Source: an optimization exercise on an open RTL-to-GDS flow (aim: small area and a short achievable clock period). Production flows keep margins and buffers that such runs may drop. In this exercise RTL edits were held to simulation tests only and were not proved equivalent to the original.

`design.v`:
```
module Decoder_Unit (
  input wire [1:0]ALU_FUN,
  output reg Arith_Enable,
  output reg Logic_Enable,
  output reg CMP_Enable,
  output reg Shift_Enable
  );
  always @(*)
    begin
      case(ALU_FUN)
        2'b00: {Arith_Enable, Logic_Enable, CMP_Enable, Shift_Enable} = 4'b1000;
        2'b01: {Arith_Enable, Logic_Enable, CMP_Enable, Shift_Enable} = 4'b0100;
        2'b10: {Arith_Enable, Logic_Enable, CMP_Enable, Shift_Enable} = 4'b0010;
        2'b11: {Arith_Enable, Logic_Enable, CMP_Enable, Shift_Enable} = 4'b0001;
        default: {Arith_Enable, Logic_Enable, CMP_Enable, Shift_Enable} = 4'b0000;
      endcase
    end
  endmodule
module ARITHMETIC_UNIT 
#(parameter WIDTH = 16) 
(
input wire signed [WIDTH - 1 : 0]A,
input wire signed [WIDTH - 1 : 0]B,
input wire [1:0]ALU_FUN,
input wire CLK,
input wire RST,
input wire Arith_Enable,
output reg signed [2*WIDTH - 1 : 0]Arith_OUT,
output reg Carry_OUT,
output reg Arith_flag
);
reg signed [2*WIDTH - 1 : 0] Arith_OUT_comb;
reg Arith_flag_comb;
reg Carry_OUT_comb;
always @(posedge CLK or negedge RST)
begin
  if(!RST)
    begin 
      Arith_OUT <= 'b0;
      Arith_flag <= 1'b0;
      Carry_OUT <= 1'b0;
    end
  else
    begin
      Arith_OUT <= Arith_OUT_comb;
      Arith_flag <= Arith_flag_comb;
      Carry_OUT <= Carry_OUT_comb;
    end
end
always @(*)
begin
  Arith_flag_comb = 1'b0;
  Arith_OUT_comb = 'b0;
  Carry_OUT_comb = 1'b0;
  if(Arith_Enable)
    begin
      case(ALU_FUN)
        2'b00: begin
                {Carry_OUT_comb,Arith_OUT_comb} = A + B;
                Arith_flag_comb = 1'b1;
              end
        2'b01: begin
                {Carry_OUT_comb,Arith_OUT_comb} = A - B;
                Arith_flag_comb = 1'b1;
              end
        2'b10: begin
                {Carry_OUT_comb,Arith_OUT_comb} = A * B;
                Arith_flag_comb = 1'b1;
              end
        2'b11: begin
                if (B == 0)
                  {Carry_OUT_comb,Arith_OUT_comb} = 'b0;
                else
                  {Carry_OUT_comb,Arith_OUT_comb} = A / B;
                Arith_flag_comb = 1'b1;
              end                  
        default: begin
                Arith_flag_comb = 1'b0;
                Arith_OUT_comb = 'b0;
                Carry_OUT_comb = 1'b0;
               end  
          endcase      
    end
    else
      begin
        Arith_flag_comb = 1'b0;
        Arith_OUT_comb = 'b0;
        Carry_OUT_comb = 1'b0;
        end
end
endmodule
module LOGIC_UNIT
  #(parameter WIDTH = 16) 
  (
  input wire signed [WIDTH - 1 : 0] A, B,
  input wire [1:0] ALU_FUN,
  input CLK,
  input RST,
  input Logic_Enable,
  output reg signed [WIDTH - 1 : 0] Logic_OUT,
  output reg  Logic_Flag
  );
reg signed [WIDTH - 1 : 0] Logic_OUT_comb;
reg Logic_Flag_comb;
always @(posedge CLK or negedge RST)
begin
  if (!RST)
    begin
      Logic_OUT <= 'b0;
      Logic_Flag <= 1'b0;
    end
  else
    begin
      Logic_OUT <= Logic_OUT_comb;
      Logic_Flag <= Logic_Flag_comb;
    end
end
always @(*)
begin
  Logic_Flag_comb = 1'b0;
  Logic_OUT_comb = 'b0;
  if(Logic_Enable)
    begin
      case(ALU_FUN)
        2'b00: 
            begin
                Logic_OUT_comb = A & B;
                Logic_Flag_comb = 1'b1;          
            end
        2'b01: 
            begin
                Logic_OUT_comb = A | B;
                Logic_Flag_comb = 1'b1; 
            end
        2'b10: 
            begin
                Logic_OUT_comb = ~(A & B);
                Logic_Flag_comb = 1'b1; 
            end
        2'b11: 
            begin
                Logic_OUT_comb = ~(A | B);
                Logic_Flag_comb = 1'b1;           
            end      
        default: 
                begin
                  Logic_Flag_comb = 1'b0;
                  Logic_OUT_comb = 'b0;
                end
      endcase
    end
    else
        begin
            Logic_Flag_comb = 1'b0;
            Logic_OUT_comb = 'b0;
        end
end
endmodule
module CMP_UNIT
#(parameter WIDTH = 16)
(
  input wire signed [WIDTH - 1 : 0] A, B,
  input wire [1:0] ALU_FUN,
  input wire CLK, RST,
  input wire CMP_Enable,
  output reg [1:0]CMP_OUT,
  output reg CMP_Flag
);
reg [1:0]CMP_OUT_comb;
reg CMP_Flag_comb;
always @(posedge CLK or negedge RST)
  begin
    if(!RST)
      begin
        CMP_OUT <= 1'b0;
        CMP_Flag <= 1'b0;
      end
    else
      begin
        CMP_OUT <= CMP_OUT_comb;
        CMP_Flag <= CMP_Flag_comb;
      end
  end
  always @(*)
    begin
      CMP_OUT_comb = 1'b0;
      CMP_Flag_comb = 1'b0;
      if (CMP_Enable)
        begin
          case(ALU_FUN)
            2'b00:
                begin
                  CMP_OUT_comb = 1'b0;
                  CMP_Flag_comb = 1'b1;            
                end
            2'b01:
                begin
                  CMP_OUT_comb = (A == B)? 1: 0 ;
                  CMP_Flag_comb = 1'b1;
                end
            2'b10:
                begin
                  CMP_OUT_comb = (A > B)? 2: 0 ;
                  CMP_Flag_comb = 1'b1;
                end
            2'b11:
                begin
                  CMP_OUT_comb = (A < B)? 3 : 0 ;
                  CMP_Flag_comb = 1'b1;                  
                end
            default: 
                begin
                  CMP_OUT_comb = 1'b0;
                  CMP_Flag_comb = 1'b0;                    
                end                              
          endcase
        end
      else
        begin
          CMP_OUT_comb = 1'b0;
          CMP_Flag_comb = 1'b0;
        end
    end
  endmodule
module SHIFT_UNIT 
#(parameter WIDTH = 16)
(
  input wire signed [WIDTH - 1 : 0] A, B,
  input wire [1:0] ALU_FUN,
  input CLK,
  input RST,
  input Shift_Enable,
  output reg signed [WIDTH - 1 : 0] SHIFT_OUT,
  output reg  SHIFT_Flag
);
reg signed [WIDTH - 1 : 0] SHIFT_OUT_comb;
reg SHIFT_Flag_comb;
always @(posedge CLK or negedge RST)
begin
  if (!RST)
    begin
      SHIFT_OUT <= 'b0;
      SHIFT_Flag <= 1'b0;
    end
  else
    begin
      SHIFT_OUT <= SHIFT_OUT_comb;
      SHIFT_Flag <= SHIFT_Flag_comb;
    end
end
always @(*)
begin
      SHIFT_OUT_comb = 'b0;
      SHIFT_Flag_comb = 1'b0;
  if(Shift_Enable)
    begin
      case(ALU_FUN)      
        2'b00:
             begin
                SHIFT_OUT_comb = A >> 1;
                SHIFT_Flag_comb = 1'b1;
             end
        2'b01:
             begin
                SHIFT_OUT_comb = A << 1;
                SHIFT_Flag_comb = 1'b1;            
             end
        2'b10:
             begin
                SHIFT_OUT_comb = B >> 1;
                SHIFT_Flag_comb = 1'b1;             
             end                    
        2'b11:
              begin
                SHIFT_OUT_comb = B << 1;
                SHIFT_Flag_comb = 1'b1;
              end   
        default:
              begin
                SHIFT_OUT_comb = 'b0;
                SHIFT_Flag_comb = 1'b0;
              end        
      endcase
    end
else
  begin
          SHIFT_OUT_comb = 'b0;
          SHIFT_Flag_comb = 1'b0;
  end
end
endmodule
module ALU_TOP 
#(parameter WIDTH = 16) 
(
  input wire [WIDTH - 1 : 0]A, B,
  input wire [3 : 0]ALU_FUN,
  input wire CLK, RST,
  output wire [2*WIDTH - 1 : 0]Arith_OUT,
  output wire Carry_OUT,
  output wire Arith_Flag,
  output wire [WIDTH - 1 : 0]Logic_OUT,
  output wire Logic_Flag,
  output wire [1:0]CMP_OUT,
  output wire CMP_Flag,
  output wire [WIDTH - 1 : 0]SHIFT_OUT,
  output wire SHIFT_Flag
);
wire Arth_enable, Logic_enable, CMP_enable, shft_enable;
Decoder_Unit decoder (
  .ALU_FUN(ALU_FUN[3:2]),
  .Arith_Enable(Arth_enable),
  .Logic_Enable(Logic_enable),
  .CMP_Enable(CMP_enable),
  .Shift_Enable(shft_enable)
  );
ARITHMETIC_UNIT #(.WIDTH(WIDTH)) arth_unit (
        .A(A),
        .B(B),
        .ALU_FUN(ALU_FUN[1:0]),
        .CLK(CLK),
        .RST(RST),
        .Arith_Enable(Arth_enable),
        .Arith_OUT(Arith_OUT),
        .Carry_OUT(Carry_OUT),
        .Arith_flag(Arith_Flag)
);
 LOGIC_UNIT #(.WIDTH(WIDTH)) logic_unit (
  .A(A), 
  .B(B),
  .ALU_FUN(ALU_FUN[1:0]),
  .CLK(CLK),
  .RST(RST),
  .Logic_Enable(Logic_enable),
  .Logic_OUT(Logic_OUT),
  .Logic_Flag(Logic_Flag)
);  
  CMP_UNIT #(.WIDTH(WIDTH)) cmp_unit(
  .A(A),
  .B(B),
  .ALU_FUN(ALU_FUN[1 : 0]),
  .CLK(CLK), 
  .RST(RST),
  .CMP_Enable(CMP_enable),
  .CMP_OUT(CMP_OUT),
  .CMP_Flag(CMP_Flag)
);
SHIFT_UNIT #(.WIDTH(WIDTH)) shft_unit (
  .A(A), 
  .B(B),
  .ALU_FUN(ALU_FUN[1:0]),
  .CLK(CLK),
  .RST(RST),
  .Shift_Enable(shft_enable),
  .SHIFT_OUT(SHIFT_OUT),
  .SHIFT_Flag(SHIFT_Flag)
);
endmodule
```
`run.sh`:
```
#!/bin/bash
# synth_recipe.tcl (not shown) runs the flow's synth.tcl, then flattens the netlist and writes it again
# the make line also repeats each setting of config.mk as NAME=value (left out here)
make -C /OpenROAD-flow-scripts/flow DESIGN_CONFIG=/design/flow/config.mk WORK_HOME=/design/flow/orfs CLKGATE_MAP_FILE= SYNTH_SCRIPT=/design/flow/synth_recipe.tcl finish
```
`config.mk`:
```
export PLATFORM = sky130hd
export DESIGN_NAME = ALU_TOP
export DESIGN_NICKNAME = ALU_TOP
export VERILOG_FILES = /design/flow/design.v
export SDC_FILE = /design/flow/constraint.sdc
export NUM_CORES = 4
export LEC_CHECK = 0
export CAP_MARGIN = 20
export CORE_MARGIN = 2
export CORE_UTILIZATION = 40
export SLEW_MARGIN = 20
```
`constraint.sdc`:
```
create_clock -name core_clock -period 110.0 [get_ports {CLK}]
set_input_delay 22.0000 -clock core_clock [delete_from_list [all_inputs] [get_ports {CLK}]]
set_output_delay 22.0000 -clock core_clock [all_outputs]
set_load 0.01 [all_outputs]
```
==> impl_metrics.prom <==
# TYPE chip_impl_metric gauge
chip_impl_metric{name="numPortBuffers",unit=""} 108
chip_impl_metric{name="synth-edff-count",unit=""} 0
chip_impl_metric{name="critPathMaxFanout",unit=""} 36
chip_impl_metric{name="vias_per_cell",unit=""} 6.22
chip_impl_metric{name="drc",unit=""} 0
chip_impl_metric{name="synthToLayoutAreaGrowth",unit="%"} 10.9
chip_impl_metric{name="antenna_violating_nets_post_route",unit=""} 0
chip_impl_metric{name="final.period_utilization",unit=""} 0.964
chip_impl_metric{name="clkSinkCount",unit=""} 71
chip_impl_metric{name="placement.setup.worst_slack",unit="ns"} -3.47
chip_impl_info{name="critPathMostFrequentCell",value="sky130_fd_sc_hd__ha_1"} 1
chip_impl_info{name="post_synth_main_area_contributors",value="sky130_fd_sc_hd__ha_1, sky130_fd_sc_hd__fa_1, sky130_fd_sc_hd__xnor2_1, sky130_fd_sc_hd__a21oi_1, sky130_fd_sc_hd__nand2_1"} 1
chip_impl_metric{name="overflow",unit=""} 0
chip_impl_metric{name="grt_util_all_layers",unit=""} 0.326
chip_impl_metric{name="synth-warning-count",unit=""} 5
chip_impl_metric{name="final_layout_size_suffix_gt1_frac",unit=""} 0.0733
chip_impl_metric{name="totalWireLength",unit="µm"} 202000
chip_impl_info{name="min-delay-path-class",value="input pin to async pin"} 1
chip_impl_metric{name="rows",unit=""} 125
chip_impl_metric{name="drt_pass1_iterations",unit=""} 6
chip_impl_metric{name="timing_worst_slew_pin_value",unit="ns"} 1.03
chip_impl_metric{name="die_w",unit="µm"} 346
chip_impl_metric{name="max_clock_freq",unit="MHz"} 9.43
chip_impl_metric{name="final_net_count",unit=""} 7634
chip_impl_metric{name="number_of_violations_of_the_max_capacitance_limit",unit=""} 0
chip_impl_metric{name="antenna-diode-count",unit=""} 0
chip_impl_metric{name="final.setup.worst_slack",unit="ns"} 3.91
chip_impl_metric{name="synth.distinct_cells",unit=""} 103
chip_impl_metric{name="seq_area_frac_synth",unit=""} 0.0380
chip_impl_info{name="critPathKind",value="input pin to flip-flop"} 1
chip_impl_info{name="cts_tree",value="done"} 1
chip_impl_info{name="result_of_the_run",value="timing/DRC/antenna clean"} 1
chip_impl_metric{name="postSynthAreaPerCell",unit="µm²"} 7.34
chip_impl_metric{name="io-pin-count",unit=""} 109
chip_impl_metric{name="design.die.area",unit="µm²"} 120000
chip_impl_info{name="dominant_register_cell_in_the_synthesized_netlist",value="sky130_fd_sc_hd__dfrtp_1"} 1
chip_impl_info{name="dominant_delay_contributor_by_cell_family_on_the_critical_path",value="compound AO/OA/AOI/OAI gates"} 1
chip_impl_metric{name="synth_top_area_share",unit=""} 0.186
chip_impl_metric{name="area_of_the_mapped_netlist",unit="µm²"} 46700
chip_impl_metric{name="chipHeight",unit="µm"} 346
chip_impl_info{name="cpMaxStageDelayCell",value="sky130_fd_sc_hd__clkdlybuf4s50_1"} 1
chip_impl_metric{name="clk_pin_slew",unit="ns"} 0.07
chip_impl_metric{name="vias",unit=""} 50800
chip_impl_info{name="cts_root_buffer",value="sky130_fd_sc_hd__clkbuf_16"} 1
chip_impl_metric{name="placement.cell_area",unit="µm²"} 51200
chip_impl_metric{name="number_of_global_route_vias_before_repair",unit=""} 47800
chip_impl_metric{name="detailed_place_hpwl",unit="µm"} 163000
chip_impl_metric{name="wl_per_cell",unit="µm"} 24.7
chip_impl_metric{name="grt_start_max_net_pins",unit=""} 59
chip_impl_metric{name="max-clock-path-buffers",unit=""} 2
chip_impl_metric{name="clock_tree.htree_level_count",unit=""} 3
chip_impl_metric{name="grt_pass1_wl",unit="µm"} 302000
chip_impl_info{name="critPathLaunchType",value="input pin"} 1
chip_impl_metric{name="stdcell_area",unit="µm²"} 51900
chip_impl_metric{name="critical_path_arrival",unit="ns"} 106.35
chip_impl_metric{name="cp.buffers_inverters",unit=""} 32
chip_impl_metric{name="cts-buffers-inserted",unit=""} 9
chip_impl_metric{name="placer_s_final_routability_congestion_estimate",unit=""} 1.03
chip_impl_metric{name="fill_cells",unit=""} 11900
chip_impl_info{name="crit_path_end_kind",value="flip-flop"} 1
chip_impl_metric{name="antenna_found_initial",unit=""} 6
chip_impl_metric{name="cp_data_required_time",unit="ns"} 110.26
chip_impl_metric{name="initial_utilization",unit=""} 0.403
chip_impl_metric{name="drt_iter0_drc",unit=""} 5294
chip_impl_metric{name="final_hold_fails",unit=""} 0
chip_impl_metric{name="synth.ff_latch_count",unit=""} 71
chip_impl_metric{name="max_slew_margin",unit=""} 0.303
chip_impl_metric{name="ctsHoldBuffers",unit=""} 0
chip_impl_metric{name="final_period_minus_worst_setup_slack",unit="ns"} 106.09
chip_impl_metric{name="crit_path_max_cell_delay",unit="ns"} 0.78
chip_impl_metric{name="synthArstFlopShare",unit=""} 1.00
chip_impl_metric{name="core_area",unit="µm²"} 116000
chip_impl_metric{name="setup_viol",unit=""} 0
chip_impl_metric{name="netlist_instances",unit=""} 6365
chip_impl_metric{name="final_max_slew_viol_count",unit=""} 0
chip_impl_info{name="yosysTopAreaCell",value="sky130_fd_sc_hd__ha_1"} 1
-- Yosys cell counts, drive strengths merged (78+ instances only) --
cell type / count
a211oi: 93
a21o: 190
a21oi: 500
clkbuf: 162
fa: 264
ha: 695
inv: 495
nand2: 650
nand3: 148
nor2: 591
nor2b: 79
nor3: 177
o211ai: 88
o21a: 136
o21ai: 312
or3: 78
xnor2: 295
xor2: 157
-- path summary, 6_finish.rpt --
| path | from | depth (start not counted) | to |
|---|---|---|---|
| min in group core_clock | ALU_FUN[1] | 3 | logic_unit.Logic_OUT[14] |
| min | RST | 1 | arth_unit.Arith_flag |
| max | B[0] | 308 | arth_unit.Arith_OUT[30] |
| max in group asynchronous | RST | 2 | shft_unit.SHIFT_OUT[13] |
-- cell usage in the layout, fill, tap and decap left out, drive strengths merged, types with 170 or more instances in the layout --
cell type	count
ha	695
nand2	650
nor2	591
a21oi	500
inv	495
o21ai	312
xnor2	295
fa	264
buf	213
a21o	190
nor3	177
conb	170
-- metal layers --
| layer | share of wire | global-route usage |
|---|---|---|
| met1 | 0.44 | 0.464 |
| met2 | 0.42 | 0.490 |
| met3 | 0.098 | 0.0548 |
| met4 | 0.042 | 0.119 |
| met5 | 0.00035 | 0 |
-- registers in the layout, indices dropped and copies added, names as in the netlist --
register               cells
logic_unit.Logic_OUT      16
arth_unit.Arith_OUT       32
arth_unit.Arith_flag       1
cmp_unit.CMP_Flag          1
cmp_unit.CMP_OUT           2
arth_unit.Carry_OUT        1
logic_unit.Logic_Flag      1
shft_unit.SHIFT_OUT       16
shft_unit.SHIFT_Flag       1
-- metrics by stage --
step	utilization	hold slack [ns]	std cells	TNS, ns
floorplan	-	21.70	6533	0
global placement	0.441	21.88	8149	-51.12
detailed placement	0.441	21.89	8149	-93.07
CTS	0.445	21.46	8165	0
global route	0.447	21.47	8166	-0.157
finish	0.447	21.47	8166	0
-- cells by family (layout without fill, tap and decap cells) --
| logic type | count (synthesis) | in the layout | synth area share |
|---|---|---|---|
| DFF | 71 | 71 | 0.0380 |
| muxes | 97 | 97 | 0.0259 |
| buffers and inverters | 728 | 837 | 0.0591 |
| adders and majority gates | 959 | 959 | 0.299 |
| xor gates and xnor gates | 452 | 452 | 0.0847 |
| and+or+nand+nor | 2111 | 2111 | 0.213 |
| other | 2 | 170 | 0.000161 |
| AOI/OAI and AO/OA | 1945 | 1945 | 0.280 |
-- timing repair --
| item | CTS | global route |
|---|---|---|
| pin swaps | 0 | 1 |
| gates resized for setup | 15 | 55 |
| endpoints found under the hold margin | 0 | 0 |
| endpoints found under the setup margin | 33 | 33 |
| buffers inserted | 0 | 1 |
-- final cells by class --
type                            instances  area [µm²]  share of cell area
Clock buffer                            9         225             0.00434
Multi-Input combinational cell       5734       43300               0.835
Timing Repair Buffer                  317        2660              0.0512
Tap cell                             1524        1910              0.0368
Inverter                              504        1900              0.0366
Clock inverter                          7         120             0.00232
Sequential cell                        71        1780              0.0343

## static timing again, ports no longer ideal
In the flow no input, the clock included, has a driving cell. The finished layout below was timed again as built, in two steps.
Step 1 (the two cells are an assumption about what drives the block):
set clk [get_ports {CLK}]
set_driving_cell -lib_cell sky130_fd_sc_hd__clkbuf_16 $clk
set_driving_cell -lib_cell sky130_fd_sc_hd__buf_2 [delete_from_list [all_inputs] $clk]
Step 2, shift: input delay + t, output delay - t, t = (earliest + latest rising clock arrival at the registers) / 2. This alone moves slack from input paths to output paths.
Three values: ideal, step 1, step 2; two values: the first two.
shift t [ns]: 0.445
setup slack, ns: 3.913 / 3.928 / 3.484
worst hold slack (ns): 21.472 / 21.448 / 21.892
slew at the worst register clock pin (ns): 0.08 / 0.08
After both steps this run still meets setup and hold. The setup slack of this run moves by +0.015 ns with the drivers and by -0.429 ns with both steps.
